From an optimization exercise on the open Yosys and OpenROAD flow, aimed at small area; shortcuts taken in it are not production practice.
Function was checked by simulation only, so behaviour that the tests miss may differ from the original.
Power and IR drop assume default switching activity.

==> flow/design.v <==
module c_decode (
    input  logic [31:0] inst,
    input  logic        pc,
    output logic        next_comp16,
    output logic [31:0] compressed_inst_out
);
    logic [15:0] c;
    logic [2:0]  f3;
    logic [4:0]  rd, rs2, rdp, rs1p;
    logic [11:0] imm6;
    logic [19:0] jimm;
    logic [11:0] bimm;
    logic [31:0] x;
    localparam logic [31:0] NOP = 32'h0000_0013;
    assign c    = pc ? inst[31:16] : inst[15:0];
    assign f3   = c[15:13];
    assign rd   = c[11:7];
    assign rs2  = c[6:2];
    assign rdp  = {2'b01, c[4:2]};
    assign rs1p = {2'b01, c[9:7]};
    assign imm6 = {{7{c[12]}}, c[6:2]};
    assign jimm = {{9{c[12]}}, c[8], c[10:9], c[6], c[7], c[2], c[11], c[5:3], 1'b0};
    assign bimm = {{4{c[12]}}, c[6:5], c[2], c[11:10], c[4:3], 1'b0};
    assign next_comp16 = (c != 16'h0) & (c[1:0] != 2'b11);
    always_comb begin
        x = NOP;
        case (c[1:0])
        2'b00: case (f3)
            3'b000: x = {c[10:7], c[12:11], c[5], c[6], 4'b0, 5'h02, 3'b000, rdp, 7'b0010011};
            3'b010: x = {5'b0, c[5], c[12:10], c[6], 2'b0, rs1p, 3'b010, rdp, 7'b0000011};
            3'b110: x = {5'b0, c[5], c[12], rdp, rs1p, 3'b010, c[11:10], c[6], 2'b0, 7'b0100011};
            default: x = NOP;
            endcase
        2'b01: case (f3)
            3'b000: x = (rd == 5'b0) ? NOP : {imm6, rd, 3'b000, rd, 7'b0010011};
            3'b001: x = {jimm[19], jimm[9:0], jimm[10], jimm[18:11], 5'h01, 7'b1101111};
            3'b010: x = {imm6, 5'h00, 3'b000, rd, 7'b0010011};
            3'b011: x = (rd == 5'h02) ? {{11{c[12]}}, c[4:3], c[5], c[2], c[6], 4'b0, 5'h02, 7'b0110111}
                                      : {{3{c[12]}}, c[6:2], 12'b0, rd, 7'b0110111};
            3'b100: case (c[11:10])
                2'b00: x = {7'b0000000, c[6:2], rs1p, 3'b101, rs1p, 7'b0010011};
                2'b01: x = {7'b0100000, c[6:2], rs1p, 3'b101, rs1p, 7'b0010011};
                2'b10: x = {imm6, rs1p, 3'b111, rs1p, 7'b0010011};
                2'b11: case (c[6:5])
                    2'b00: x = {7'b0100000, rdp, rs1p, 3'b000, rs1p, 7'b0110011};
                    2'b01: x = {7'b0000000, rdp, rs1p, 3'b100, rs1p, 7'b0110011};
                    2'b10: x = {7'b0000000, rdp, rs1p, 3'b110, rs1p, 7'b0110011};
                    2'b11: x = {7'b0000000, rdp, rs1p, 3'b111, rs1p, 7'b0110011};
                    endcase
                endcase
            3'b101: x = {jimm[19], jimm[9:0], jimm[10], jimm[18:11], 5'h00, 7'b1101111};
            3'b110: x = {bimm[11], bimm[9:4], 5'h00, rs1p, 3'b000, bimm[3:0], bimm[10], 7'b1100011};
            3'b111: x = {bimm[11], bimm[9:4], 5'h00, rs1p, 3'b001, bimm[3:0], bimm[10], 7'b1100011};
            endcase
        2'b10: case (f3)
            3'b000: x = {7'b0, c[6:2], rd, 3'b001, rd, 7'b0010011};
            3'b010: x = {4'b0, c[3:2], c[12], c[6:4], 2'b0, 5'h02, 3'b010, rd, 7'b0000011};
            3'b100: if (!c[12]) x = (rs2 == 5'h0 && rd != 5'h0) ? {12'h0, rd, 3'b000, 5'h00, 7'b1100111}
                                                               : {7'b0, rs2, 5'h00, 3'b000, rd, 7'b0110011};
                    else if (rs2 == 5'h0) x = (rd == 5'h0) ? 32'h0010_0073 : {12'h0, rd, 3'b000, 5'h01, 7'b1100111};
                    else x = {7'b0, rs2, rd, 3'b000, rd, 7'b0110011};
            3'b110: x = {4'b0, c[8:7], c[12], rs2, 5'h02, 3'b010, c[11:9], 2'b0, 7'b0100011};
            default: x = NOP;
            endcase
        default: x = NOP;
        endcase
    end
    assign compressed_inst_out = next_comp16 ? x : inst;
endmodule
module c_misalign (
    input   logic           clk,
    input   logic           reset,
    input   logic           sel_for_branch,
    input   logic   [31:0]  inst_in,
    output  logic           st_s0,
    output  logic           st_s1,
    output  logic   [29:0]  split_inst
);
    logic [31:0] conc;
    logic [13:0] upper;
    logic        s1, s2;
    assign st_s1 = s1;
    assign st_s0 = ~s1 & ~s2;
    assign split_inst = {conc[15:0], upper};
    always_ff @(posedge clk) begin
        if (!s2) conc <= inst_in;
        upper <= conc[31:18];
    end
    always_ff @(posedge clk) begin
        if (reset) begin
            s1 <= 1'b0;
            s2 <= 1'b0;
        end else begin
            s1 <= (st_s0 & (inst_in[17:16] == 2'b11)) | (s2 & ~sel_for_branch & (conc[17:16] == 2'b11));
            s2 <= s1 & ~sel_for_branch;
        end
    end
endmodule
module c_top(
    input   logic           clk,
    input   logic           reset_i,
    input   logic   [31:0]  pc_i,
    input   logic   [31:0]  instr_i,
    input   logic           br_taken_i,
    output  logic   [31:0]  pc_realigned_o,
    output  logic           pc_half_o,
    output  logic           stall_o,
    output  logic   [31:0]  instr_o
);
    logic        s0, s1;
    logic [29:0] split_inst;
    logic        comp16;
    logic [31:0] expanded;
    c_misalign misalign (
        .clk            (clk),
        .reset          (reset_i),
        .sel_for_branch (br_taken_i),
        .inst_in        (instr_i),
        .st_s0          (s0),
        .st_s1          (s1),
        .split_inst     (split_inst)
    );
    c_decode decode (
        .inst                (instr_i),
        .pc                  (pc_i[1]),
        .next_comp16         (comp16),
        .compressed_inst_out (expanded)
    );
    assign stall_o        = s1;
    assign pc_realigned_o = {pc_i[31:1] + {30'b0, s1}, pc_i[0]};
    assign pc_half_o      = s0 & comp16;
    assign instr_o        = s0 ? expanded : s1 ? 32'h0000_0013 : {split_inst, 2'b11};
endmodule
==> flow/run.sh <==
#!/bin/bash
# synth_recipe.tcl (not shown) runs the flow's synth.tcl, then flattens the netlist and writes it again
# the make line also repeats each setting of config.mk as NAME=value (left out here)
make -C /OpenROAD-flow-scripts/flow DESIGN_CONFIG=/design/flow/config.mk WORK_HOME=/design/flow/orfs CLKGATE_MAP_FILE= SYNTH_SCRIPT=/design/flow/synth_recipe.tcl finish
==> flow/config.mk <==
export PLATFORM = sky130hd
export DESIGN_NAME = c_top
export DESIGN_NICKNAME = c_top
export VERILOG_FILES = /design/flow/design.v
export SDC_FILE = /design/flow/constraint.sdc
export NUM_CORES = 4
export LEC_CHECK = 0
export CAP_MARGIN = 20
export CORE_MARGIN = 2
export CORE_UTILIZATION = 40
export SLEW_MARGIN = 20
==> flow/constraint.sdc <==
create_clock -name core_clock -period 10.0 [get_ports {clk}]
set_input_delay 2.0000 -clock core_clock [delete_from_list [all_inputs] [get_ports {clk}]]
set_output_delay 2.0000 -clock core_clock [all_outputs]
set_load 0.01 [all_outputs]
==> impl_metrics.py, run 1 <==
metrics = {
    "timing": {
        "setup_slack_ns": 2.20,
        "tns_ns": 0,
        "hold_ws_ns": 0.343,
        "period_share_pct": 78.0,
        "slew_violations": 0,
        "setup_viol": 0,
        "hold_viol": 0,
        "tightest_slew_ns": 1.07,
        "fmax_mhz": 128,
        "finalCriticalPeriod_ns": 7.80,
        "finalClockSkew_ns": 0.0137,
        "slew_headroom_pct": 26.8,
        "rsz0062_at_grt": "no",
    },
    "setup_path": {
        "cp-startpoint": "pc_i[1]",
        "ff2ff_path_depth": 5,
        "arrival_ns": 5.80,
        "critPathMaxFanout": 32,
        "crit_required_ns": 8.00,
        "r2r_end": "misalign.s1$_SDFF_PP0_",
        "cp-end-kind": "output pin",
        "critPathSlowestCell": "buf_2",
        "path_cells": "buf_2 -> buf_4 -> nor3b_1 -> o22ai_2 -> a21oi_4 -> a32o_1 -> buf_4 -> a221o_1 -> a21oi_2 -> a221oi_2 -> clkdlybuf4s50_1",
        "ff2ff_setup_slack_ns": 8.69,
        "slowest_delay_ns": 0.57,
        "r2r-start": "misalign.s2$_SDFF_PP0_",
        "start_kind": "primary input",
        "crit_type": "in -> out",
        "path_common_cell": "buf_4",
    },
    "cts": {
        "clock-sinks": 48,
        "ctsHoldBuffers": 0,
        "path_clk_slew_ns": 0.09,
        "cts_made_buffers": 5,
        "cts_tree": "done",
        "h-tree-depth": 2,
        "root_buffer": "clkbuf_8",
        "cts_resized": 0,
        "post-cts-setup-buffers": 0,
        "clk_latency_ns": 0.34,
        "cts_max_path_buffers": 2,
    },
    "final_layout": {
        "final_cell_mix": "clkdlybuf4s50_1, nand2_1, nor2_1, o21ai_0, a21oi_1",
        "final_common_cell": "clkdlybuf4s50_1",
        "drive_gt1_share_pct": 11.2,
        "num_antenna_cells": 0,
        "finalNetCount": 704,
        "final_cell_area_sq_mm": 0.00591,
        "area_delta_synth_final_pct": 32.1,
    },
    "placement": {
        "dp_hpwl_mm": 14.1,
        "place_congestion": 1.06,
        "dpl-instance-area_sq_mm": 0.00582,
        "io_buffers": 130,
        "dp_slack_ns": 2.29,
    },
    "yosys": {
        "yosys.area_share.simple_pct": 19.6,
        "syn_nets": 586,
        "yosys_warnings": 2,
        "seq_area_frac_synth_pct": 28.7,
        "netlist_instances": 517,
        "yosys-top-cells-area": "edfxtp_1, dfxtp_1, nand2_1",
        "synth_top_flop_cell": "edfxtp_1",
        "async_flop_share_pct": 0,
        "syn_area_per_cell_sq_um": 8.65,
        "synth_top_family_by_area": "compound AO/OA/AOI/OAI gates",
        "syn_area_sq_mm": 0.00447,
        "synthDistinctLibCells": 84,
        "synth_compound_area_share_pct": 32.5,
        "synth_largest_area_cell": "edfxtp_1",
        "synth_top_area_share_pct": 21.5,
        "synth-edff-count": 32,
        "synth_seq_cells": 48,
        "synth_adder_area_share_pct": 0.560,
        "yosys.area_share.xor_xnor_pct": 5.68,
        "synth_mux_area_share_pct": 7.44,
    },
    "global_routing": {
        "grt_pass1_wl_mm": 28.5,
        "overflow": 0,
        "grt_usage_pct": 32.0,
        "antenna_found_initial": 0,
        "grt_max_degree": 45,
        "grt_pass1_vias": 4883,
    },
    "worst_hold_path": {
        "hp-class": "reg -> reg",
        "min_to": "misalign.upper[1]$_DFF_P_",
        "worstHoldStart": "misalign.conc[19]$_DFFE_PN_",
        "worstHoldPathCells": 0,
    },
    "route": {
        "drc": 0,
        "wl_per_cell_um": 24.5,
        "ant_nets": 0,
        "vias": 5048,
        "vias_per_cell": 6.51,
        "first_iter_violations": 675,
        "firstDrtPassIters": 7,
        "routed_wl_mm": 19.0,
    },
    "power": {
        "power_density_mw_per_mm2": 102,
        "leakagePower_nw": 2.12,
        "ir_drop_mv": 0.0767,
    },
    "die": {
        "fp.dieH_um": 110,
        "coreArea_sq_mm": 0.0109,
        "start_util_pct": 41.1,
        "rows": 38,
        "ios": 133,
        "dieWidth_um": 110,
        "die_area_sq_mm": 0.0120,
    },
    "job": {
        "drv_cap": 0,
    },
    "outcome": {
        "status": "timing/DRC/antenna clean",
    },
}
critical path: cells and delay by family:
family / cells / cell delay [ns]
AND/OR/NAND/NOR: 1 / 0.35
AO/OA/AOI/OAI: 6 / 1.46
buffers and inverters: 4 / 1.94
cell type report:
type | instances | area (sq um)
timing repair buffer | 139 | 1360
fill | 1024 | 4980
clock inverter | 3 | 18.8
inverter | 15 | 56.3
clock buffer | 5 | 68.8
multi-input combinational | 426 | 2940
sequential | 48 | 1280
tap | 140 | 175
per-layer routing:
layer  GRT usage [%]  vias to the layer above  wire (um)
met5               0                        -          0
met4            15.6                        0        862
met3            8.18                       74       1930
met2            49.3                      367       8480
met1            41.5                     2362       7760
li1                -                     2245          -
stage by stage:
| step | cells | util, % | power, mW |
|---|---|---|---|
| final | 776 | 54.2 | 0.601 |
| after global routing | 776 | 54.2 | 0.627 |
| after CTS | 776 | 54.2 | 0.599 |
| after detailed placement | 768 | 53.4 | 0.477 |
| after global placement | 768 | 53.4 | 0.477 |
| after floorplan | 517 | - | 0.356 |
registers in the layout, indices dropped and copies added (netlist names):
| register | flops |
|---|---|
| misalign.s1 | 1 |
| misalign.upper | 14 |
| misalign.conc | 32 |
| misalign.s2 | 1 |
worst max-delay path by stage:
stage,to,slack (ns),cells after the start
after global routing,instr_o[24],1.91,11
after global placement,instr_o[24],2.35,11
final,instr_o[24],2.20,11
after detailed placement,instr_o[24],2.29,11
after floorplan,pc_realigned_o[29],4.29,9
after CTS,instr_o[24],2.29,11
logic make-up (layout without fill, tap and decap cells):
| group | after synthesis | in the layout |
|---|---|---|
| AO/OA/AOI/OAI | 194 | 194 |
| AND/OR/NAND/NOR | 173 | 173 |
| flip-flops | 48 | 48 |
| buffers and inverters | 43 | 162 |
| XOR/XNOR | 29 | 29 |
| multiplexers | 28 | 28 |
| adder cells (fa/ha/maj) | 2 | 2 |
synth_stat cells, types with 3 or more instances:
cell type	instances
o211ai_1	6
a221oi_1	13
and3_1	6
a222oi_1	3
a221oi_2	7
xor2_1	10
a21oi_1	34
o22a_1	3
edfxtp_1	32
nand2_1	58
nor2_1	41
o21bai_1	4
a221o_1	3
nor3_1	8
o21ai_2	3
nand4_1	4
mux2i_1	9
and2_1	4
or3_1	3
a31oi_1	12
a21o_1	6
xnor2_1	19
a22o_1	3
o22ai_1	9
mux2_2	12
nand2b_1	4
buf_6	6
inv_1	15
clkbuf_1	8
o21ai_1	8
a32oi_1	6
o21ai_0	35
mux2i_2	4
nand3_1	21
o31ai_1	5
dfxtp_1	16
a21oi_2	4
nor2b_1	3
buf_2	9
a22oi_1	4
where the power goes:
part,leakage (nW),switching [mW],internal [mW]
clock network,0.0479,0.0732,0.0489
registers,0.472,0.00318,0.223
logic,1.60,0.140,0.113
total,2.12,0.216,0.384
==> run 2, diff against run 1 <==
==> flow/flow/run.sh (new file) <==
#!/bin/bash
# Own layout flow: the standard ORFS flow (standard.sh) with two changes:
#  - synthesis maps the logic with an area-oriented ABC script (area.abc)
#    instead of ORFS's delay-oriented one; everything else in synthesis,
#    including register mapping and naming, is the standard flow's synthesis script;
#  - every port gets the smallest buffer (buf_1) rather than the default.
# Each step's full output goes to its own log in this folder.
set -euo pipefail
W=$(pwd)
F=$W/flow
export MY_ABC_SCRIPT=$F/area.abc
export BUFFER_PORTS_ARGS="-buffer_cell sky130_fd_sc_hd__buf_1"
ARGS=(SYNTH_SCRIPT=$F/synth.tcl "BUFFER_PORTS_ARGS=$BUFFER_PORTS_ARGS")
bash standard.sh "${ARGS[@]}" synth > synth.log 2>&1
bash standard.sh "${ARGS[@]}" finish > layout.log 2>&1
==> flow/flow/area.abc (new file) <==
strash
&get -n
&deepsyn -T 60
&put
dch -f
map -a
topo
==> flow/flow/synth.tcl (new file) <==
# The standard flow's synthesis script (synth_recipe.tcl), with ABC's mapping script
# replaced by flow/area.abc.
proc synth {args} { yosys synth -nofsm -noshare {*}$args }
proc abc {args} {
  set i [lsearch -exact $args -script]
  if { $i >= 0 } { lset args [expr {$i + 1}] $::env(MY_ABC_SCRIPT) }
  yosys abc {*}$args
}
source $::env(SCRIPTS_DIR)/synth.tcl
# left out here: clear keep_hierarchy, flatten, clean up, hide names made inside functions, write 1_2_yosys.v
==> flow/standard.sh (new file) <==
#!/bin/bash
# synth_recipe.tcl (not shown) runs the flow's synth.tcl, then flattens the netlist and writes it again
# the make line also repeats each setting of config.mk as NAME=value (left out here)
make -C /OpenROAD-flow-scripts/flow DESIGN_CONFIG=/design/flow/config.mk WORK_HOME=/design/flow/orfs CLKGATE_MAP_FILE= SYNTH_SCRIPT=/design/flow/synth_recipe.tcl "${@:-finish}"
removed: flow/run.sh
==> run 2 against run 1 <==
Final cell count shrank 8.9%. Core utilization shrank 4.1 points. First-iteration DRC count shrank 44%. Via count shrank 21%. Hold slack gained 0.0017 ns. Register-to-register slack lost 0.09 ns. Combinational power shrank about 40%. Die area shrank 25%. Critical path type unchanged.
==> impl_metrics.py, run 2 <==
metrics = {
    "global_routing": {
        "grtUsageMet3_pct": 4.19,
        "grt_usage_pct": 27.5,
        "grt_pass1_wl_mm": 18.8,
        "antenna_found_initial": 0,
        "use_met1_pct": 34.3,
        "grt_max_degree": 52,
        "grt_most_used_layer": "met2",
        "grt_pass1_vias": 3672,
        "grtUsageMet2_pct": 47.0,
        "overflow": 0,
    },
    "final_layout": {
        "drive_gt1_share_pct": 2.82,
        "top_regs": "misalign.conc x32, misalign.upper x14",
        "num_antenna_cells": 0,
        "largest_register_ffs": 32,
        "area_delta_synth_final_pct": 22.8,
        "final_cells": 707,
        "final_cell_mix": "buf_1, clkinv_1, nand2_1, nor2_1, o21ai_0",
        "finalNetCount": 670,
        "final_common_cell": "buf_1",
        "regMostFlops": "misalign.conc",
        "final_cell_area_sq_mm": 0.00408,
    },
    "yosys": {
        "synth-edff-count": 32,
        "seq_area_frac_synth_pct": 38.6,
        "async_flop_share_pct": 0,
        "syn_area_sq_mm": 0.00332,
        "syn_nets": 525,
        "netlist_instances": 456,
        "yosys_warnings": 2,
        "synth_common_cells": "clkinv_1, nand2_1, nor2_1, o21ai_0, a21oi_1",
        "synth_seq_cells": 48,
        "syn_area_per_cell_sq_um": 7.28,
        "synth_top_flop_cell": "edfxtp_1",
        "yosys-top-cells-area": "edfxtp_1, dfxtp_1, clkinv_1",
        "synth_largest_area_cell": "edfxtp_1",
        "synth_top_area_share_pct": 28.9,
        "synthDistinctLibCells": 30,
        "yosys.cell_count.top_type": "clkinv_1",
    },
    "placement": {
        "placedCellCount": 699,
        "dp_hpwl_mm": 10.0,
        "io_buffers": 130,
        "dpl-instance-area_sq_mm": 0.00400,
        "place_congestion": 1.10,
    },
    "setup_path": {
        "crit_required_ns": 8.00,
        "critPathSlowestCell": "o21ai_0",
        "slowest_delay_ns": 0.62,
        "arrival_ns": 6.38,
        "path_cells": "buf_1 -> buf_4 -> o21ai_0 -> clkinv_1 -> nor2_1 -> clkinv_1 -> nor2_1 -> clkinv_1 -> nor2_1 -> clkinv_1 -> nor2_1 -> nand4_1 -> nand2_1 -> a31oi_1 -> clkinv_1 -> nand2_1 -> a41oi_1 -> buf_1",
        "crit_type": "in -> out",
        "path_common_cell": "clkinv_1",
        "cp-end-kind": "output pin",
        "start_kind": "primary input",
        "critPathMaxFanout": 25,
    },
    "timing": {
        "setup_viol": 0,
        "rsz0062_at_grt": "no",
        "tightest_slew_ns": 0.988,
        "finalCriticalPeriod_ns": 8.38,
        "slew_headroom_pct": 33.9,
        "finalClockSkew_ns": 0.00798,
        "slew_violations": 0,
        "hold_viol": 0,
        "tns_ns": 0,
        "fmax_mhz": 119,
        "period_share_pct": 83.8,
        "hold_ws_ns": 0.345,
    },
    "cts": {
        "h-tree-depth": 2,
        "path_clk_slew_ns": 0.08,
        "root_buffer": "clkbuf_8",
        "post-cts-setup-buffers": 0,
        "clock-sinks": 48,
        "cts_tree": "done",
        "ctsHoldBuffers": 0,
        "cts_max_path_buffers": 2,
        "cts_made_buffers": 5,
        "clk_latency_ns": 0.31,
        "cts_resized": 0,
    },
    "die": {
        "ios": 133,
        "coreArea_sq_mm": 0.00813,
        "dieWidth_um": 95.1,
        "rows": 33,
        "fp.dieH_um": 95.1,
        "start_util_pct": 40.8,
        "die_area_sq_mm": 0.00905,
    },
    "route": {
        "drc": 0,
        "wl_per_cell_um": 18.0,
        "firstDrtPassIters": 5,
        "first_iter_violations": 376,
        "vias": 3974,
        "vias_per_cell": 5.62,
        "ant_nets": 0,
        "routed_wl_mm": 12.7,
    },
    "outcome": {
        "status": "timing/DRC/antenna clean",
    },
    "power": {
        "fin_total_pwr_mw": 0.493,
        "leakagePower_nw": 1.40,
        "ir_drop_mv": 0.0698,
        "power_density_mw_per_mm2": 121,
    },
    "worst_hold_path": {
        "hp-class": "reg -> reg",
    },
    "job": {
        "drv_cap": 0,
    },
}
[run 2: cell types whose count changed after synthesis, moves of 8 or more]
cell / before / now
a21oi_1: 34 / 47
a221oi_1: 13 / 4
buf_2: 9 / 0
clkbuf_1: 8 / 0
clkinv_1: 0 / 73
inv_1: 15 / 0
mux2_2: 12 / 0
mux2i_1: 9 / 0
nand2_1: 58 / 71
nand3_1: 21 / 10
nor2_1: 41 / 60
o21ai_0: 35 / 49
o21ai_1: 8 / 0
[run 2: per-layer routing]
metal,vias to the layer above,share of wire (%)
li1,1883,-
met1,1811,40
met2,240,47
met3,40,9.5
met4,0,3.9
met5,-,0
[run 2: power breakdown]
part           switching, mW  internal (mW)  total, mW
clock network         0.0647         0.0499      0.115
registers            0.00309          0.223      0.226
logic                  0.105         0.0471      0.152
total                  0.173          0.320      0.493
[run 2: kinds of logic (layout without fill, tap and decap cells)]
logic type / Yosys count / in the layout / share of synthesized area, %
AND/OR/NAND/NOR: 163 / 163 / 20.3
flip-flops: 48 / 48 / 38.6
XOR/XNOR: 27 / 27 / 7.12
AO/OA/AOI/OAI: 142 / 142 / 24.7
buffers and inverters: 74 / 220 / 8.48
adder cells (fa/ha/maj): 2 / 2 / 0.753
[run 2: final timing paths]
kind                                                   from                         end  slack (ns)  cells past startpoint
worst max-delay path                                pc_i[1]                 instr_o[22]        1.62                     18
worst min-delay path            misalign.conc[26]$_DFFE_PN_   misalign.upper[8]$_DFF_P_        0.35                      0
worst max register to register       misalign.s2$_SDFF_PP0_  misalign.conc[6]$_DFFE_PN_        8.60                      2
worst min register to register  misalign.conc[26]$_DFFE_PN_   misalign.upper[8]$_DFF_P_        0.35                      0
[run 2: layout make-up]
type,instances,area (sq um)
clock buffers,8,80.1
repair buffers,139,553
fillers,891,4060
well taps,105,131
inverters,73,274
multi-input cells,334,1760
flip-flops and latches,48,1280
[run 2: worst max-delay path, delay by kind of cell]
kind	cells	cell delay, ns
AO/OA/AOI/OAI	3	1.02
AND/OR/NAND/NOR	7	1.60
buffers and inverters	8	1.75
[run 2: per-stage QoR]
| step | setup WS (ns) | util (%) |
|---|---|---|
| 2_1_floorplan | 3.33 | - |
| 3_3_place_gp | 1.87 | 49.1 |
| 3_5_place_dp | 1.77 | 49.1 |
| 4_1_cts | 1.76 | 50.1 |
| 5_1_grt | 1.23 | 50.1 |
| 6_report | 1.62 | 50.1 |
==> run 3, diff against run 2 <==
--- a/flow/design.v
+++ b/flow/design.v
@@ -76,23 +76,30 @@
     output  logic           st_s1,
     output  logic   [29:0]  split_inst
 );
-    logic [31:0] conc;
+    logic [15:0] conc_lo;
+    logic [13:0] conc_hi;
+    logic        mis_d;
     logic [13:0] upper;
-    logic        s1, s2;
-    assign st_s1 = s1;
-    assign st_s0 = ~s1 & ~s2;
-    assign split_inst = {conc[15:0], upper};
+    logic        st_a, st_b;        
+    logic        is_mis, s2;
+    assign is_mis     = inst_in[17] & inst_in[16];
+    assign st_s1      = st_a;
+    assign st_s0      = ~st_a & ~st_b;
+    assign s2         = ~st_a & st_b;
+    assign split_inst = {conc_lo, upper};
     always_ff @(posedge clk) begin
-        if (!s2) conc <= inst_in;
-        upper <= conc[31:18];
+        conc_lo <= inst_in[15:0];
+        conc_hi <= inst_in[31:18];
+        mis_d   <= is_mis;
+        if (!(st_a & st_b)) upper <= conc_hi;
     end
     always_ff @(posedge clk) begin
         if (reset) begin
-            s1 <= 1'b0;
-            s2 <= 1'b0;
+            st_a <= 1'b0;
+            st_b <= 1'b0;
         end else begin
-            s1 <= (st_s0 & (inst_in[17:16] == 2'b11)) | (s2 & ~sel_for_branch & (conc[17:16] == 2'b11));
-            s2 <= s1 & ~sel_for_branch;
+            st_a <= (st_s0 & is_mis) | (s2 & ~sel_for_branch & mis_d);
+            st_b <= (st_a & ~sel_for_branch) | (s2 & ~sel_for_branch & mis_d);
         end
     end
 endmodule
--- a/flow/config.mk
+++ b/flow/config.mk
@@ -8,4 +8,7 @@
 export CAP_MARGIN = 20
 export CORE_MARGIN = 2
 export CORE_UTILIZATION = 40
+export CTS_BUF_LIST = sky130_fd_sc_hd__clkbuf_8
+export CTS_CLUSTER_DIAMETER = 300
+export CTS_CLUSTER_SIZE = 50
 export SLEW_MARGIN = 20
==> run 3 against run 2 <==
First-iteration DRC count fell by 12%. Via count down 0.35%. Global-route usage up 2.6 points. Cell area is 4.7% lower. Clock-buffer cell count down 3. Highest routed layer unchanged.
==> impl_metrics.py, run 3 <==
metrics = {
    "outcome": {
        "status": "timing/DRC/antenna clean",
    },
    "setup_path": {
        "critPathSlowestCell": "clkinv_1",
        "path_common_cell": "clkinv_1",
        "critPathMaxFanout": 22,
        "arrival_ns": 6.39,
        "crit_buf_inv": 8,
        "cp-end-kind": "output pin",
        "start_kind": "primary input",
        "crit_family": "buffers and inverters",
        "crit_required_ns": 8.00,
        "path_cells": "buf_1 -> buf_4 -> o21ai_0 -> clkinv_1 -> nor2_1 -> clkinv_1 -> nor2_1 -> clkinv_1 -> nor2_1 -> clkinv_1 -> nor2_1 -> a31oi_1 -> clkinv_1 -> a2111oi_0 -> o21ai_0 -> buf_1",
        "slowest_delay_ns": 0.53,
        "crit_type": "in -> out",
    },
    "global_routing": {
        "grt_max_degree": 23,
        "grt_pass1_wl_mm": 19.9,
        "grt_usage_pct": 30.1,
        "grtUsageMet3_pct": 5.78,
        "overflow": 0,
        "grtUsageMet2_pct": 51.2,
        "grt_most_used_layer": "met2",
        "grt_pass1_vias": 3798,
        "use_met1_pct": 37.6,
        "antenna_found_initial": 0,
    },
    "final_layout": {
        "num_antenna_cells": 0,
        "final_common_cell": "buf_1",
        "final_cell_mix": "buf_1, clkinv_1, nand2_1, nor2_1, o21ai_0",
        "fillers": 803,
        "multiInputGateArea_sq_mm": 0.00174,
        "area_delta_synth_final_pct": 24.4,
        "register_area_sq_mm": 0.00108,
        "finalNetCount": 667,
        "drive_gt1_share_pct": 3.34,
        "top_regs": "misalign.conc_lo x16, misalign.conc_hi x14, misalign.upper x14",
        "largest_register_ffs": 16,
        "regMostFlops": "misalign.conc_lo",
    },
    "power": {
        "seqPwrFrac_pct": 43.6,
        "leakagePower_nw": 1.35,
        "swShare_pct": 37.3,
        "ir_drop_mv": 0.0723,
        "p_clk_share_pct": 25.5,
        "power_density_mw_per_mm2": 123,
        "p_int_mw": 0.301,
        "combPwrFrac_pct": 30.9,
        "p_switching_mw": 0.179,
    },
    "yosys": {
        "yosys.cell_count.top_type": "clkinv_1",
        "synth_top_area_share_pct": 21.1,
        "syn_nets": 522,
        "synth_largest_area_cell": "dfxtp_1",
        "syn_area_sq_mm": 0.00312,
        "seq_area_frac_synth_pct": 34.6,
        "synthDistinctLibCells": 32,
        "synth_common_cells": "clkinv_1, nand2_1, nor2_1, o21ai_0, dfxtp_1",
        "yosys_warnings": 2,
        "yosys-top-cells-area": "dfxtp_1, edfxtp_1, clkinv_1",
        "syn_area_per_cell_sq_um": 6.90,
        "synth_top_flop_cell": "dfxtp_1",
        "netlist_instances": 453,
        "synth-edff-count": 14,
        "async_flop_share_pct": 0,
        "synth_seq_cells": 47,
    },
    "timing": {
        "slew_violations": 0,
        "fmax_mhz": 119,
        "setup_viol": 0,
        "finalCriticalPeriod_ns": 8.39,
        "slew_headroom_pct": 31.0,
        "finalClockSkew_ns": 0.0115,
        "hold_viol": 0,
        "tns_ns": 0,
        "hold_ws_ns": 0.411,
        "period_share_pct": 83.9,
        "rsz0062_at_grt": "no",
        "tightest_slew_ns": 1.02,
    },
    "route": {
        "vias_per_cell": 5.65,
        "drc": 0,
        "routed_wl_mm": 13.0,
        "firstDrtPassIters": 6,
        "first_iter_violations": 331,
        "wl_per_cell_um": 18.6,
        "ant_nets": 0,
        "vias": 3960,
    },
    "cts": {
        "h-tree-depth": 2,
        "root_buffer": "clkbuf_8",
        "clock-sinks": 47,
        "clk_latency_ns": 0.31,
        "post-cts-setup-buffers": 0,
        "ctsHoldBuffers": 0,
        "path_clk_slew_ns": 0.09,
        "cts_max_path_buffers": 2,
        "cts_made_buffers": 5,
        "cts_tree": "done",
        "cts_resized": 0,
    },
    "placement": {
        "io_buffers": 130,
        "place_congestion": 1.00,
        "dp_hpwl_mm": 10.2,
    },
    "die": {
        "ios": 133,
        "coreArea_sq_mm": 0.00765,
        "die_area_sq_mm": 0.00853,
        "dieWidth_um": 92.4,
        "rows": 32,
        "fp.dieH_um": 92.4,
        "start_util_pct": 40.9,
    },
    "worst_hold_path": {
        "hp-class": "reg -> reg",
    },
    "job": {
        "drv_cap": 0,
    },
}
==> run 3: changes by cell type after synthesis, sizes merged, moves of 5 or more <==
cell	before	now
a211oi	8	3
dfxtp	16	33
a21oi	47	30
clkinv	73	78
a31oi	9	19
edfxtp	32	14
nand2	71	64
==> run 3: worst register-to-register path, cell delays in order (launching register included) <==
cell	delay [ns]
dfxtp_1	0.75
clkinv_1	0.20
buf_4	0.26
nor2_1	0.64
nand3_1	0.19
o41ai_1	0.11
==> run 3: power groups by stage <==
stage,Combinational [mW],Clock (mW),Sequential (mW)
6_report,0.148,0.122,0.209
5_1_grt,0.161,0.129,0.210
4_1_cts,0.146,0.124,0.209
3_5_place_dp,0.145,0,0.213
3_3_place_gp,0.148,0,0.213
2_1_floorplan,0.0800,0,0.212
==> run 3: kinds of logic (layout without fill, tap and decap cells) <==
kind of cell | count (synthesis) | count (layout) | share of synthesized area (%)
AND/OR/NAND/NOR | 162 | 162 | 21.7
XOR/XNOR | 27 | 27 | 7.57
AO/OA/AOI/OAI | 135 | 135 | 25.4
adder cells (fa/ha/maj) | 2 | 2 | 0.801
multiplexers | 1 | 1 | 0.360
buffers and inverters | 79 | 225 | 9.61
flip-flops | 47 | 47 | 34.6
==> run 3: final timing paths <==
kind,depth (start not counted),slack (ns),to,from
max,16,1.61,instr_o[24],pc_i[1]
min,0,0.41,misalign.upper[12]$_DFFE_PN_,misalign.conc_hi[12]$_DFF_P_
max reg2reg,5,7.77,misalign.st_a$_SDFF_PP0_,misalign.st_b$_SDFF_PP0_
min reg2reg,0,0.41,misalign.upper[12]$_DFFE_PN_,misalign.conc_hi[12]$_DFF_P_
==> run 3: cell type report <==
| class | instances | share of cell area, % |
|---|---|---|
| clock buffer | 5 | 1.77 |
| inverter | 78 | 7.53 |
| tap | 102 | 3.28 |
| multi-input combinational | 327 | 44.8 |
| timing repair buffer | 139 | 14.3 |
| clock inverter | 3 | 0.483 |
| sequential | 47 | 27.8 |
==> run 3: layer usage <==
layer	part of all wire, %	vias up
li1	-	1858
met3	8.5	48
met4	4.0	0
met1	40	1818
met2	48	236
met5	0	-
==> run 3: metrics by stage <==
| stage | instance area, sq um | setup slack [ns] | utilization (%) | power [mW] | instances |
|---|---|---|---|---|---|
| after detailed placement | 3800 | 1.75 | 49.7 | 0.358 | 693 |
| after floorplan | 3120 | 3.40 | - | 0.292 | 453 |
| after global placement | 3800 | 1.88 | 49.7 | 0.361 | 693 |
| final | 3890 | 1.61 | 50.8 | 0.480 | 701 |
| after CTS | 3890 | 1.71 | 50.8 | 0.479 | 701 |
| after global routing | 3890 | 1.18 | 50.8 | 0.500 | 701 |
==> run 4, diff against run 3 <==
--- a/flow/config.mk
+++ b/flow/config.mk
@@ -8,7 +8,4 @@
 export CAP_MARGIN = 20
 export CORE_MARGIN = 2
 export CORE_UTILIZATION = 40
-export CTS_BUF_LIST = sky130_fd_sc_hd__clkbuf_8
-export CTS_CLUSTER_DIAMETER = 300
-export CTS_CLUSTER_SIZE = 50
 export SLEW_MARGIN = 20
==> run 4 against run 3 <==
Final cell count stayed put. Register-to-register slack better by 0.03 ns. Combinational power hardly changed. Critical endpoint unchanged. Still clean on timing, DRC and antenna. Sequential power hardly changed. Clock skew hardly changed. Synthesized cell count stayed put. Total power is 0.13% higher. Highest routed layer unchanged.
==> impl_metrics.py, run 4 <==
metrics = {
    "outcome": {
        "status": "timing/DRC/antenna clean",
    },
    "yosys": {
        "synth_seq_cells": 47,
        "syn_area_sq_mm": 0.00312,
        "yosys-top-cells-area": "dfxtp_1, edfxtp_1, clkinv_1",
        "yosys_warnings": 2,
        "syn_area_per_cell_sq_um": 6.90,
        "async_flop_share_pct": 0,
        "synth_common_cells": "clkinv_1, nand2_1, nor2_1, o21ai_0, dfxtp_1",
        "netlist_instances": 453,
        "synth_top_area_share_pct": 21.1,
        "synthDistinctLibCells": 32,
        "seq_area_frac_synth_pct": 34.6,
        "synth-edff-count": 14,
        "synth_top_flop_cell": "dfxtp_1",
        "syn_nets": 522,
        "yosys.cell_count.top_type": "clkinv_1",
        "synth_largest_area_cell": "dfxtp_1",
    },
    "cts": {
        "cts_made_buffers": 5,
        "cts_resized": 0,
        "h-tree-depth": 2,
        "post-cts-setup-buffers": 0,
        "ctsHoldBuffers": 0,
        "clock-sinks": 47,
        "cts_max_path_buffers": 2,
        "cts_tree": "done",
        "root_buffer": "clkbuf_8",
        "path_clk_slew_ns": 0.09,
        "clk_latency_ns": 0.31,
    },
    "global_routing": {
        "grt_max_degree": 23,
        "grt_pass1_vias": 3798,
        "antenna_found_initial": 0,
        "grt_usage_pct": 30.1,
        "overflow": 0,
        "grt_pass1_wl_mm": 19.9,
    },
    "power": {
        "leakagePower_nw": 1.35,
        "p_clk_share_pct": 25.7,
        "swShare_pct": 37.2,
        "power_density_mw_per_mm2": 124,
        "seqPwrFrac_pct": 43.5,
        "p_int_mw": 0.302,
        "p_switching_mw": 0.179,
        "ir_drop_mv": 0.0723,
        "combPwrFrac_pct": 30.8,
    },
    "final_layout": {
        "top_regs": "misalign.conc_lo x16, misalign.conc_hi x14, misalign.upper x14",
        "fillers": 803,
        "num_antenna_cells": 0,
        "drive_gt1_share_pct": 3.34,
        "final_util_pct": 50.8,
        "final_common_cell": "buf_1",
        "largest_register_ffs": 16,
        "area_delta_synth_final_pct": 24.4,
        "finalNetCount": 667,
        "regMostFlops": "misalign.conc_lo",
        "final_cell_mix": "buf_1, clkinv_1, nand2_1, nor2_1, o21ai_0",
    },
    "timing": {
        "tightest_slew_ns": 1.02,
        "slew_headroom_pct": 31.0,
        "period_share_pct": 84.0,
        "slew_violations": 0,
        "hold_viol": 0,
        "finalCriticalPeriod_ns": 8.40,
        "finalClockSkew_ns": 0.0118,
        "rsz0062_at_grt": "no",
        "setup_viol": 0,
        "fmax_mhz": 119,
        "tns_ns": 0,
    },
    "route": {
        "met2_length_mm": 6.21,
        "drt-met1-wl_mm": 5.14,
        "routed.top_layer": "met4",
        "first_iter_violations": 336,
        "vias_per_cell": 5.63,
        "firstDrtPassIters": 5,
        "ant_nets": 0,
        "wl_met3_mm": 1.15,
        "drc": 0,
        "vias": 3944,
        "wl_per_cell_um": 18.5,
        "routed_wl_mm": 13.0,
    },
    "placement": {
        "dp_hpwl_mm": 10.2,
        "io_buffers": 130,
        "place_congestion": 1.00,
    },
    "setup_path": {
        "critPathMaxFanout": 22,
        "ff2ff_setup_slack_ns": 7.80,
        "start_kind": "primary input",
        "crit_required_ns": 8.00,
        "cp-end-kind": "output pin",
        "crit_type": "in -> out",
        "arrival_ns": 6.40,
    },
    "die": {
        "ios": 133,
        "rows": 32,
        "fp.dieH_um": 92.4,
        "start_util_pct": 40.9,
        "dieWidth_um": 92.4,
        "die_area_sq_mm": 0.00853,
        "coreArea_sq_mm": 0.00765,
    },
    "job": {
        "drv_cap": 0,
    },
    "worst_hold_path": {
        "hp-class": "reg -> reg",
    },
}
run 4: cell counts after synthesis:
No cell type changed its count.
run 4: worst max-delay path, stage by stage:
cell	delay, ns
buf_1	0.23
buf_4	0.25
o21ai_0	0.38
clkinv_1	0.25
nor2_1	0.26
clkinv_1	0.12
nor2_1	0.14
clkinv_1	0.10
nor2_1	0.50
clkinv_1	0.18
nor2_1	0.45
a31oi_1	0.36
clkinv_1	0.52
a2111oi_0	0.23
o21ai_0	0.23
buf_1	0.18
run 4: final cells by class:
cell class | instances | area, sq um | share of cell area (%)
inverters | 78 | 293 | 7.53
clock inverters | 2 | 15.0 | 0.386
well taps | 102 | 128 | 3.28
flip-flops and latches | 47 | 1080 | 27.8
multi-input cells | 327 | 1740 | 44.8
clock buffers | 6 | 72.6 | 1.87
repair buffers | 139 | 556 | 14.3
run 4: metrics by stage:
step	cells	area (sq um)	total power [mW]	setup slack [ns]	hold WS, ns
floorplan	453	3120	0.292	3.40	0.386
global placement	693	3800	0.361	1.88	0.386
detailed placement	693	3800	0.358	1.75	0.391
CTS	701	3890	0.480	1.71	0.413
global route	701	3890	0.501	1.18	0.421
finish	701	3890	0.481	1.60	0.411
run 4: power by group through the flow:
stage	clock, mW	combinational (mW)	sequential, mW
finish	0.123	0.148	0.209
global route	0.129	0.161	0.210
CTS	0.125	0.146	0.209
detailed placement	0	0.145	0.213
global placement	0	0.148	0.213
floorplan	0	0.0800	0.212
run 4: kinds of logic (layout without fill, tap and decap cells):
logic type / Yosys count / in the layout / share of synthesized area [%]
multiplexers: 1 / 1 / 0.360
AO/OA/AOI/OAI: 135 / 135 / 25.4
adder cells (fa/ha/maj): 2 / 2 / 0.801
AND/OR/NAND/NOR: 162 / 162 / 21.7
XOR/XNOR: 27 / 27 / 7.57
buffers and inverters: 79 / 225 / 9.61
flip-flops: 47 / 47 / 34.6
run 4: path summary, 6_finish.rpt:
path | start | endpoint | cells after the start
setup reg to reg | misalign.st_b$_SDFF_PP0_ | misalign.st_a$_SDFF_PP0_ | 5
hold reg to reg | misalign.conc_hi[12]$_DFF_P_ | misalign.upper[12]$_DFFE_PN_ | 0
setup / recovery | pc_i[1] | instr_o[24] | 16
hold / removal | misalign.conc_hi[12]$_DFF_P_ | misalign.upper[12]$_DFFE_PN_ | 0
run 4: routing by layer:
| layer | global-route usage [%] | vias up |
|---|---|---|
| met3 | 5.78 | 37 |
| met5 | 0 | - |
| li1 | - | 1856 |
| met1 | 37.6 | 1817 |
| met4 | 11.9 | 0 |
| met2 | 51.2 | 234 |
==> run 5, diff against run 4 <==
--- a/flow/design.v
+++ b/flow/design.v
@@ -134,7 +134,17 @@
         .compressed_inst_out (expanded)
     );
     assign stall_o        = s1;
-    assign pc_realigned_o = {pc_i[31:1] + {30'b0, s1}, pc_i[0]};
+    logic [31:1] carry;
+    assign pc_realigned_o[0] = pc_i[0];
+    genvar i;
+    for (i = 1; i < 31; i++) begin : g_inc
+        logic co;
+        assign {co, pc_realigned_o[i]} = pc_i[i] + carry[i];
+        if (i != 15) assign carry[i+1] = co;
+    end
+    assign carry[1]  = s1;
+    assign carry[16] = s1 & (&pc_i[15:1]);
+    assign pc_realigned_o[31] = pc_i[31] ^ carry[31];
     assign pc_half_o      = s0 & comp16;
     assign instr_o        = s0 ? expanded : s1 ? 32'h0000_0013 : {split_inst, 2'b11};
 endmodule
==> flow/flow/area.abc (replaced) <==
strash
&get -n
&deepsyn -T 60
&put
dch -f
amap
topo
==> run 5 against run 4 <==
Largest power group unchanged. Hold slack lost 0.00071 ns. Largest cell class unchanged. Synthesized area shrank 5.9%. Still clean. Fmax shrank 1.7%. Clock-buffer cell count shrank 1. Non-clock buffer count grew 1. Critical path depth grew 1. Via count shrank 6.1%. Highest routed layer unchanged. Cell area shrank 3.3%. Final cell count shrank 13%. Clock skew shrank 0.0075 ns. Die area shrank 5.7%.
==> impl_metrics.py, run 5 <==
metrics = {
    "outcome": {
        "status": "timing/DRC/antenna clean",
    },
    "cts": {
        "clk_latency_ns": 0.31,
        "cts_tree": "done",
        "cts_max_path_buffers": 2,
        "cts_resized": 0,
        "h-tree-depth": 2,
        "path_clk_slew_ns": 0.10,
        "clock-sinks": 47,
        "root_buffer": "clkbuf_8",
        "post-cts-setup-buffers": 0,
        "ctsHoldBuffers": 0,
        "cts_made_buffers": 5,
    },
    "timing": {
        "finalCriticalPeriod_ns": 8.55,
        "finalClockSkew_ns": 0.00431,
        "slew_violations": 0,
        "period_share_pct": 85.5,
        "tightest_slew_ns": 0.774,
        "fmax_mhz": 117,
        "slew_headroom_pct": 48.3,
        "tns_ns": 0,
        "hold_viol": 0,
        "rsz0062_at_grt": "no",
        "setup_viol": 0,
    },
    "yosys": {
        "synthDistinctLibCells": 34,
        "synth_top_area_share_pct": 22.5,
        "async_flop_share_pct": 0,
        "yosys-top-cells-area": "dfxtp_1, edfxtp_1, ha_1",
        "syn_nets": 459,
        "synth_top_flop_cell": "dfxtp_1",
        "synth_largest_area_cell": "dfxtp_1",
        "syn_area_per_cell_sq_um": 8.10,
        "syn_area_sq_mm": 0.00294,
        "netlist_instances": 363,
        "seq_area_frac_synth_pct": 36.8,
        "yosys.cell_count.top_type": "nor2_1",
        "synth-edff-count": 14,
        "yosys_warnings": 2,
        "synth_seq_cells": 47,
        "synth_common_cells": "nor2_1, clkinv_1, dfxtp_1, nand2_1, o21ai_0",
    },
    "setup_path": {
        "critPathSlowestCell": "nor3_1",
        "path_common_cell": "clkinv_1",
        "crit_family": "buffers and inverters",
        "slowest_delay_ns": 0.55,
        "arrival_ns": 6.55,
        "start_kind": "primary input",
        "critPathMaxFanout": 19,
        "cp-end-kind": "output pin",
        "crit_required_ns": 8.00,
        "path_cells": "buf_1 -> buf_4 -> clkinv_1 -> o22ai_1 -> clkinv_1 -> nor3_1 -> clkinv_1 -> nor2_1 -> clkinv_1 -> nor2_1 -> a31oi_1 -> clkinv_1 -> nor2_1 -> clkinv_1 -> a31oi_1 -> a221o_1 -> buf_1",
        "crit_type": "in -> out",
        "crit_buf_inv": 9,
    },
    "route": {
        "ant_nets": 0,
        "vias": 3705,
        "first_iter_violations": 530,
        "wl_per_cell_um": 20.4,
        "routed_wl_mm": 12.4,
        "firstDrtPassIters": 5,
        "drc": 0,
        "vias_per_cell": 6.08,
    },
    "global_routing": {
        "overflow": 0,
        "grtUsageMet2_pct": 48.9,
        "grt_max_degree": 20,
        "grt_usage_pct": 30.6,
        "use_met1_pct": 41.8,
        "grt_most_used_layer": "met2",
        "grtUsageMet3_pct": 5.28,
        "antenna_found_initial": 0,
        "grt_pass1_wl_mm": 19.4,
        "grt_pass1_vias": 3582,
    },
    "die": {
        "die_area_sq_mm": 0.00805,
        "ios": 133,
        "dieWidth_um": 89.7,
        "rows": 31,
        "fp.dieH_um": 89.7,
        "start_util_pct": 41.0,
        "coreArea_sq_mm": 0.00718,
    },
    "final_layout": {
        "top_regs": "misalign.conc_lo x16, misalign.conc_hi x14, misalign.upper x14",
        "finalNetCount": 605,
        "final_cells": 609,
        "regMostFlops": "misalign.conc_lo",
        "final_cell_mix": "buf_1, nor2_1, clkinv_1, nand2_1, dfxtp_1",
        "final_common_cell": "buf_1",
        "largest_register_ffs": 16,
        "area_delta_synth_final_pct": 27.9,
        "final_cell_area_sq_mm": 0.00376,
        "num_antenna_cells": 0,
        "drive_gt1_share_pct": 3.53,
    },
    "worst_hold_path": {
        "hp-class": "reg -> reg",
    },
    "job": {
        "drv_cap": 0,
    },
    "power": {
        "leakagePower_nw": 1.44,
        "fin_total_pwr_mw": 0.529,
        "ir_drop_mv": 0.0851,
        "power_density_mw_per_mm2": 141,
    },
    "placement": {
        "dpl-instance-area_sq_mm": 0.00362,
        "dp_hpwl_mm": 9.67,
        "placedCellCount": 601,
        "io_buffers": 130,
        "place_congestion": 1.07,
    },
}
run 5: changes by cell type after synthesis, sizes merged, moves of 15 or more:
cell    change
clkinv     -30
ha         +27
nand2      -31
o21ai      -20
o22ai      +15
run 5: cells by family after synthesis:
family	count (synthesis)	share of synthesized area, %
buffers and inverters	49	6.39
DFF	47	36.8
and+or+nand+nor	114	16.2
adders and majority gates	29	12.3
AOI/OAI and AO/OA	124	28.3
run 5: final timing paths:
path | cells past startpoint | end | slack (ns) | start
worst min-delay path | 0 | misalign.upper[2]$_DFFE_PN_ | 0.41 | misalign.conc_hi[2]$_DFF_P_
worst min register to register | 0 | misalign.upper[2]$_DFFE_PN_ | 0.41 | misalign.conc_hi[2]$_DFF_P_
worst max register to register | 3 | misalign.st_a$_SDFF_PP0_ | 8.25 | misalign.st_a$_SDFF_PP0_
worst max-delay path | 17 | instr_o[10] | 1.45 | pc_i[1]
run 5: where the power goes:
part,internal [mW],switching (mW)
clock network,0.102,0.0736
logic,0.0472,0.0978
registers,0.206,0.00300
total,0.354,0.174
run 5: per-layer routing:
layer	share of wire (%)	vias up	wire, um
met5	0	-	0
met4	3.5	0	433
met3	9.8	42	1220
met2	45	252	5580
met1	42	1755	5170
li1	-	1656	-
run 5: per-stage QoR:
stage	hold slack, ns	utilization, %	setup WS, ns
final	0.410	52.4	1.45
after global routing	0.422	52.4	0.999
after CTS	0.412	52.4	1.64
after detailed placement	0.389	50.4	1.66
after global placement	0.386	50.4	1.93
after floorplan	0.386	-	2.93
run 5: cell type report:
cell class | instances | area [sq um]
tap | 99 | 124
clock buffer | 5 | 68.8
sequential | 47 | 1080
fill | 724 | 3420
clock inverter | 3 | 71.3
multi-input combinational | 267 | 1670
inverter | 48 | 180
timing repair buffer | 140 | 563
==> run 6, diff against run 5 <==
--- a/flow/design.v
+++ b/flow/design.v
@@ -24,14 +24,14 @@
     assign next_comp16 = (c != 16'h0) & (c[1:0] != 2'b11);
     always_comb begin
         x = NOP;
-        case (c[1:0])
+        casez (c[1:0])
         2'b00: case (f3)
             3'b000: x = {c[10:7], c[12:11], c[5], c[6], 4'b0, 5'h02, 3'b000, rdp, 7'b0010011};
             3'b010: x = {5'b0, c[5], c[12:10], c[6], 2'b0, rs1p, 3'b010, rdp, 7'b0000011};
             3'b110: x = {5'b0, c[5], c[12], rdp, rs1p, 3'b010, c[11:10], c[6], 2'b0, 7'b0100011};
             default: x = NOP;
             endcase
-        2'b01: case (f3)
+        2'b?1: case (f3)
             3'b000: x = (rd == 5'b0) ? NOP : {imm6, rd, 3'b000, rd, 7'b0010011};
             3'b001: x = {jimm[19], jimm[9:0], jimm[10], jimm[18:11], 5'h01, 7'b1101111};
             3'b010: x = {imm6, 5'h00, 3'b000, rd, 7'b0010011};
@@ -62,7 +62,6 @@
             3'b110: x = {4'b0, c[8:7], c[12], rs2, 5'h02, 3'b010, c[11:9], 2'b0, 7'b0100011};
             default: x = NOP;
             endcase
-        default: x = NOP;
         endcase
     end
     assign compressed_inst_out = next_comp16 ? x : inst;
==> flow/flow/run.sh (replaced) <==
#!/bin/bash
# Own layout flow: the standard ORFS flow (standard.sh) with two changes:
#  - synthesis maps the logic with an area-oriented ABC script (area.abc)
#    instead of ORFS's delay-oriented one; everything else in synthesis,
#    including register mapping and naming, is the standard flow's synthesis script;
#  - every port gets the smallest buffer (buf_1) rather than the default;
#  - the clock tree is built from clkbuf_8 alone, without dummy loads.
# Each step's full output goes to its own log in this folder.
set -euo pipefail
W=$(pwd)
F=$W/flow
export MY_ABC_SCRIPT=$F/area.abc
export BUFFER_PORTS_ARGS="-buffer_cell sky130_fd_sc_hd__buf_1"
# clock tree: clkbuf_8 only, no dummy load cells
export CTS_ARGS="-sink_clustering_enable -repair_clock_nets -dont_use_dummy_load -buf_list sky130_fd_sc_hd__clkbuf_8"
ARGS=(SYNTH_SCRIPT=$F/synth.tcl "BUFFER_PORTS_ARGS=$BUFFER_PORTS_ARGS")
bash standard.sh "${ARGS[@]}" synth > synth.log 2>&1
bash standard.sh "${ARGS[@]}" finish > layout.log 2>&1
--- a/flow/config.mk
+++ b/flow/config.mk
@@ -7,5 +7,6 @@
 export LEC_CHECK = 0
 export CAP_MARGIN = 20
 export CORE_MARGIN = 2
-export CORE_UTILIZATION = 40
+export CORE_UTILIZATION = 65
+export PLACE_DENSITY = 0.75
 export SLEW_MARGIN = 20
==> run 6 against run 5 <==
Total power shrank 13%. Die area shrank 40%. Synthesized area shrank 4.6%. Highest routed layer unchanged.
==> impl_metrics.py, run 6 <==
metrics = {
    "outcome": {
        "status": "timing/DRC/antenna clean",
    },
    "timing": {
        "slew_headroom_pct": 41.0,
        "tns_ns": 0,
        "fmax_mhz": 115,
        "finalClockSkew_ns": 0.0138,
        "hold_viol": 0,
        "rsz0062_at_grt": "no",
        "slew_violations": 0,
        "finalCriticalPeriod_ns": 8.69,
        "period_share_pct": 86.9,
        "setup_viol": 0,
        "hold_ws_ns": 0.409,
        "tightest_slew_ns": 0.885,
    },
    "route": {
        "vias_per_cell": 6.91,
        "wl_per_cell_um": 19.7,
        "firstDrtPassIters": 13,
        "drc": 0,
        "routed_wl_mm": 10.0,
        "vias": 3518,
        "first_iter_violations": 773,
        "ant_nets": 0,
    },
    "cts": {
        "clock-sinks": 47,
        "ctsHoldBuffers": 0,
        "post-cts-setup-buffers": 0,
        "cts_made_buffers": 5,
        "cts_resized": 0,
        "h-tree-depth": 2,
        "root_buffer": "clkbuf_8",
        "cts_max_path_buffers": 2,
        "path_clk_slew_ns": 0.06,
        "clk_latency_ns": 0.30,
        "cts_tree": "done",
    },
    "final_layout": {
        "top_regs": "misalign.conc_lo x16, misalign.conc_hi x14, misalign.upper x14",
        "largest_register_ffs": 16,
        "final_common_cell": "buf_1",
        "num_antenna_cells": 0,
        "regMostFlops": "misalign.conc_lo",
        "drive_gt1_share_pct": 1.74,
        "final_cell_area_sq_mm": 0.00344,
        "final_cell_mix": "buf_1, nor2_1, clkinv_1, dfxtp_1, ha_1",
        "finalNetCount": 557,
        "area_delta_synth_final_pct": 22.6,
        "final_cells": 509,
    },
    "global_routing": {
        "antenna_found_initial": 0,
        "grt_pass1_vias": 3339,
        "grt_usage_pct": 40.8,
        "grt_pass1_wl_mm": 15.8,
        "grt_max_degree": 31,
        "overflow": 0,
    },
    "placement": {
        "dp_hpwl_mm": 7.62,
        "placedCellCount": 504,
        "dpl-instance-area_sq_mm": 0.00336,
        "place_congestion": 1.21,
        "io_buffers": 130,
    },
    "setup_path": {
        "cp-end-kind": "output pin",
        "arrival_ns": 6.69,
        "crit_type": "in -> out",
        "start_kind": "primary input",
        "crit_required_ns": 8.00,
        "critPathMaxFanout": 19,
    },
    "yosys": {
        "synth_seq_cells": 47,
        "seq_area_frac_synth_pct": 38.6,
        "synth_top_flop_cell": "dfxtp_1",
        "yosys-top-cells-area": "dfxtp_1, edfxtp_1, ha_1",
        "synth_largest_area_cell": "dfxtp_1",
        "synth-edff-count": 14,
        "syn_nets": 419,
        "async_flop_share_pct": 0,
        "synthDistinctLibCells": 35,
        "netlist_instances": 323,
        "syn_area_per_cell_sq_um": 8.68,
        "yosys_warnings": 2,
        "syn_area_sq_mm": 0.00280,
        "synth_common_cells": "nor2_1, clkinv_1, dfxtp_1, ha_1, nand2_1",
        "yosys.cell_count.top_type": "nor2_1",
        "synth_top_area_share_pct": 23.6,
    },
    "die": {
        "ios": 133,
        "rows": 23,
        "fp.dieH_um": 69.7,
        "die_area_sq_mm": 0.00485,
        "start_util_pct": 68.6,
        "coreArea_sq_mm": 0.00409,
        "dieWidth_um": 69.7,
    },
    "power": {
        "power_density_mw_per_mm2": 133,
        "ir_drop_mv": 0.102,
        "leakagePower_nw": 1.28,
        "fin_total_pwr_mw": 0.458,
    },
    "worst_hold_path": {
        "hp-class": "reg -> reg",
    },
    "job": {
        "drv_cap": 0,
    },
}
## run 6: cell count changes in the layout (fill, tap and decap cells not counted), sizes merged, moves of 4 or more
cell,delta
o22ai,-5
a21oi,-8
a221oi,+7
a2111oi,-4
buf,-8
a211oi,-5
nor2,-10
o21ai,-13
nand2,-9
nand3,+5
o221ai,+5
o221a,-4
clkinv,-11
## run 6: power by group
part	total, mW	switching [mW]	internal (mW)
logic	0.148	0.101	0.0464
clock network	0.101	0.0558	0.0451
registers	0.209	0.00356	0.206
total	0.458	0.161	0.297
## run 6: per-layer routing
layer  global-route usage (%)  share of wire (%)  vias up  routed length, um
li1                         -                  -     1530                  -
met1                     48.8                 34     1574               3370
met2                     66.3                 46      317               4610
met3                     15.0                 15       97               1470
met4                     16.9                5.7        0                572
met5                        0                  0        -                  0
## run 6: cells by family (layout without fill, tap and decap cells)
group,Yosys count,after routing,share of synthesized area (%)
compound gates,105,105,26.9
flops,47,47,38.6
buf+inv,38,174,5.22
fa+ha+maj,29,29,12.9
simple gates,104,104,16.3
## run 6: worst paths after layout
check | start | endpoint | slack (ns) | cells past startpoint
worst max-delay path | pc_i[1] | instr_o[15] | 1.31 | 23
worst min-delay path | misalign.conc_hi[2]$_DFF_P_ | misalign.upper[2]$_DFFE_PN_ | 0.41 | 0
worst max register to register | misalign.st_a$_SDFF_PP0_ | misalign.st_a$_SDFF_PP0_ | 8.52 | 3
worst min register to register | misalign.conc_hi[2]$_DFF_P_ | misalign.upper[2]$_DFFE_PN_ | 0.41 | 0
## run 6: per-stage QoR
| stage | utilization, % | setup slack, ns |
|---|---|---|
| 6_report | 84.1 | 1.31 |
| 5_1_grt | 84.1 | 0.874 |
| 4_1_cts | 84.0 | 1.59 |
| 3_5_place_dp | 82.3 | 1.63 |
| 3_3_place_gp | 82.3 | 1.90 |
| 2_1_floorplan | - | 2.83 |
## run 6: cell type report
class                   count  area, sq um
multi-input cells         238         1580
flip-flops and latches     47         1080
fillers                   268          649
repair buffers            132          503
inverters                  37          139
clock buffers               5         68.8
well taps                  50         62.6
## run 6: critical path, cell delays in order
cell and delay, ns:
buf_1 0.07, buf_4 0.26, clkinv_1 0.30, buf_4 0.27, o22ai_1 0.51, clkinv_1 0.31, nand4_1 0.19, nor2_1 0.12
nand2_1 0.10, o32ai_1 0.10, nor2_1 0.22, clkinv_1 0.17, nor2_1 0.34, clkinv_1 0.15, nor2_1 0.29, clkinv_1 0.20
nor2_1 0.26, a311oi_1 0.10, nand2_1 0.15, clkinv_1 0.09, a21oi_1 0.17, a221o_1 0.14, buf_1 0.15
==> run 7, diff against run 6 <==
--- a/flow/config.mk
+++ b/flow/config.mk
@@ -7,6 +7,5 @@
 export LEC_CHECK = 0
 export CAP_MARGIN = 20
 export CORE_MARGIN = 2
-export CORE_UTILIZATION = 65
-export PLACE_DENSITY = 0.75
+export CORE_UTILIZATION = 40
 export SLEW_MARGIN = 20
==> run 7 against run 6 <==
Critical path type unchanged. Largest power group unchanged. Cell area grew 3.7%. Final cell count grew 11%. Synthesized area is the same. Critical endpoint is now instr_o[8]. Largest cell class unchanged. Total power grew 2.2%.
==> impl_metrics.py, run 7 <==
metrics = {
    "die": {
        "ios": 133,
        "rows": 30,
        "dieWidth_um": 87.7,
        "start_util_pct": 41.3,
        "die_area_sq_mm": 0.00769,
        "fp.dieH_um": 87.7,
        "coreArea_sq_mm": 0.00679,
    },
    "power": {
        "leakagePower_nw": 1.33,
        "power_density_mw_per_mm2": 131,
        "ir_drop_mv": 0.0612,
    },
    "cts": {
        "h-tree-depth": 2,
        "root_buffer": "clkbuf_8",
        "cts_max_path_buffers": 2,
        "clk_latency_ns": 0.31,
        "cts_resized": 0,
        "cts_tree": "done",
        "cts_made_buffers": 5,
        "post-cts-setup-buffers": 0,
        "path_clk_slew_ns": 0.09,
        "clock-sinks": 47,
        "ctsHoldBuffers": 0,
    },
    "route": {
        "routed_wl_mm": 11.1,
        "first_iter_violations": 435,
        "drc": 0,
        "firstDrtPassIters": 7,
        "vias": 3380,
        "wl_per_cell_um": 19.6,
        "vias_per_cell": 5.98,
        "ant_nets": 0,
    },
    "yosys": {
        "async_flop_share_pct": 0,
        "syn_area_per_cell_sq_um": 8.68,
        "synth_seq_cells": 47,
        "syn_area_sq_mm": 0.00280,
        "netlist_instances": 323,
        "yosys.cell_count.top_type": "nor2_1",
        "yosys-top-cells-area": "dfxtp_1, edfxtp_1, ha_1",
        "synth_top_area_share_pct": 23.6,
        "synth-edff-count": 14,
        "yosys_warnings": 2,
        "synthDistinctLibCells": 35,
        "syn_nets": 419,
        "synth_top_flop_cell": "dfxtp_1",
        "synth_largest_area_cell": "dfxtp_1",
        "synth_common_cells": "nor2_1, clkinv_1, dfxtp_1, ha_1, nand2_1",
        "seq_area_frac_synth_pct": 38.6,
    },
    "setup_path": {
        "slowest_delay_ns": 0.56,
        "crit_buf_inv": 8,
        "crit_family": "buffers and inverters",
        "arrival_ns": 6.62,
        "start_kind": "primary input",
        "critPathSlowestCell": "o22ai_1",
        "crit_required_ns": 8.00,
        "critPathMaxFanout": 19,
        "cp-end-kind": "output pin",
        "path_common_cell": "nor2_1",
        "crit_type": "in -> out",
        "path_cells": "buf_1 -> buf_4 -> clkinv_1 -> buf_4 -> o22ai_1 -> nand4_1 -> nor2_1 -> nand2_1 -> o32ai_1 -> nor2_1 -> clkinv_1 -> nor2_1 -> nor2_1 -> a21oi_1 -> o31ai_1 -> clkinv_1 -> nor2_1 -> clkinv_1 -> o21ai_0 -> buf_1",
    },
    "final_layout": {
        "top_regs": "misalign.conc_lo x16, misalign.conc_hi x14, misalign.upper x14",
        "fillers": 688,
        "area_delta_synth_final_pct": 27.2,
        "register_area_sq_mm": 0.00108,
        "num_antenna_cells": 0,
        "final_common_cell": "buf_1",
        "final_util_pct": 52.5,
        "largest_register_ffs": 16,
        "regMostFlops": "misalign.conc_lo",
        "final_cell_mix": "buf_1, nor2_1, clkinv_1, dfxtp_1, ha_1",
        "drive_gt1_share_pct": 3.84,
        "finalNetCount": 567,
        "multiInputGateArea_sq_mm": 0.00158,
    },
    "timing": {
        "setup_viol": 0,
        "slew_headroom_pct": 39.6,
        "tns_ns": 0,
        "hold_viol": 0,
        "slew_violations": 0,
        "hold_ws_ns": 0.385,
        "period_share_pct": 86.2,
        "tightest_slew_ns": 0.906,
        "finalCriticalPeriod_ns": 8.62,
        "finalClockSkew_ns": 0.0288,
        "fmax_mhz": 116,
        "rsz0062_at_grt": "no",
    },
    "global_routing": {
        "use_met1_pct": 37.1,
        "grt_pass1_vias": 3183,
        "grt_usage_pct": 28.7,
        "antenna_found_initial": 0,
        "grt_most_used_layer": "met2",
        "grtUsageMet2_pct": 46.3,
        "grtUsageMet3_pct": 5.94,
        "grt_pass1_wl_mm": 16.6,
        "grt_max_degree": 31,
        "overflow": 0,
    },
    "placement": {
        "dp_hpwl_mm": 8.81,
        "io_buffers": 130,
        "place_congestion": 1.07,
    },
    "worst_hold_path": {
        "hp-class": "reg -> reg",
    },
    "outcome": {
        "status": "timing/DRC/antenna clean",
    },
    "job": {
        "drv_cap": 0,
    },
}
[run 7: cell count changes in the layout (fill, tap and decap cells not counted), sizes merged]
| cell | before | now |
|---|---|---|
| buf | 132 | 142 |
[run 7: metrics by stage]
stage               area, sq um  power [mW]  instances  setup slack, ns
floorplan                  2800       0.297        323             2.83
global placement           3500       0.365        560             1.53
detailed placement         3500       0.362        560             1.65
CTS                        3560       0.467        565             1.62
global route               3560       0.488        565             1.06
finish                     3560       0.468        565             1.38
[run 7: final timing paths]
path | startpoint | endpoint | slack (ns) | cells past startpoint
max | pc_i[1] | instr_o[8] | 1.38 | 20
min | misalign.conc_hi[5]$_DFF_P_ | misalign.upper[5]$_DFFE_PN_ | 0.38 | 0
min reg2reg | misalign.conc_hi[5]$_DFF_P_ | misalign.upper[5]$_DFFE_PN_ | 0.38 | 0
max reg2reg | misalign.st_a$_SDFF_PP0_ | misalign.upper[0]$_DFFE_PN_ | 8.57 | 1
[run 7: layer usage]
metal / up-vias / part of all wire [%]
li1: 1545 / -
met1: 1569 / 42
met2: 224 / 45
met3: 42 / 9.6
met4: 0 / 4.2
met5: - / 0
[run 7: where the power goes]
| group | leakage (nW) | internal (mW) | switching (mW) |
|---|---|---|---|
| clock | 0.0359 | 0.0452 | 0.0607 |
| sequential | 0.426 | 0.206 | 0.00352 |
| combinational | 0.872 | 0.0499 | 0.103 |
| total | 1.33 | 0.301 | 0.167 |
[run 7: final cells by class]
| cell class | instances | share of cell area [%] |
|---|---|---|
| Clock buffer | 5 | 1.93 |
| Multi-Input combinational cell | 238 | 44.3 |
| Timing Repair Buffer | 142 | 16.2 |
| Sequential cell | 47 | 30.3 |
| Inverter | 37 | 3.90 |
| Tap cell | 96 | 3.37 |
[run 7: logic make-up (layout without fill, tap and decap cells)]
family,count (synthesis),count (layout),synth area share (%)
compound gates,105,105,26.9
simple gates,104,104,16.3
flops,47,47,38.6
buf+inv,38,184,5.22
fa+ha+maj,29,29,12.9

==> what the ideal ports hide <==
The flow's constraints put no driver on any port. The routed layouts listed below were extracted and timed again, unchanged, in two steps. Step 1, drivers: a clkbuf_16 drives clk and a buf_2 each remaining input, both assumed. Step 2 moves the port delays by t, midway between the first and last clock arrival at a register: inputs arrive t later, outputs are due t later. That takes back most of the time a late clock gives input paths. Three values: no drivers, after step 1, after step 2; two values: the first two.
run | t (ns) | setup WS [ns] | worst register clock-pin slew, ns | worst data-port slew with drivers (ns) | pins driven straight from the clock port
run 1 | 0.370 | 2.198 / 2.170 / 2.170 | 0.10 / 0.10 | 0.07 | 1
run 2 | 0.333 | 1.616 / 1.594 / 1.594 | 0.09 / 0.09 | 0.06 | 1
run 3 | 0.339 | 1.611 / 1.586 / 1.586 | 0.10 / 0.10 | 0.06 | 1
run 4 | 0.340 | 1.595 / 1.570 / 1.570 | 0.10 / 0.10 | 0.06 | 1
run 5 | 0.345 | 1.449 / 1.428 / 1.428 | 0.10 / 0.10 | 0.07 | 1
run 6 | 0.323 | 1.310 / 1.281 / 1.281 | 0.08 / 0.08 | 0.06 | 1
run 7 | 0.332 | 1.381 / 1.360 / 1.360 | 0.10 / 0.10 | 0.06 | 1
After both steps setup and hold are still met in every run listed. The setup slack of run 6, which loses most, moves by -0.029 ns with the drivers and by -0.029 ns with both steps.
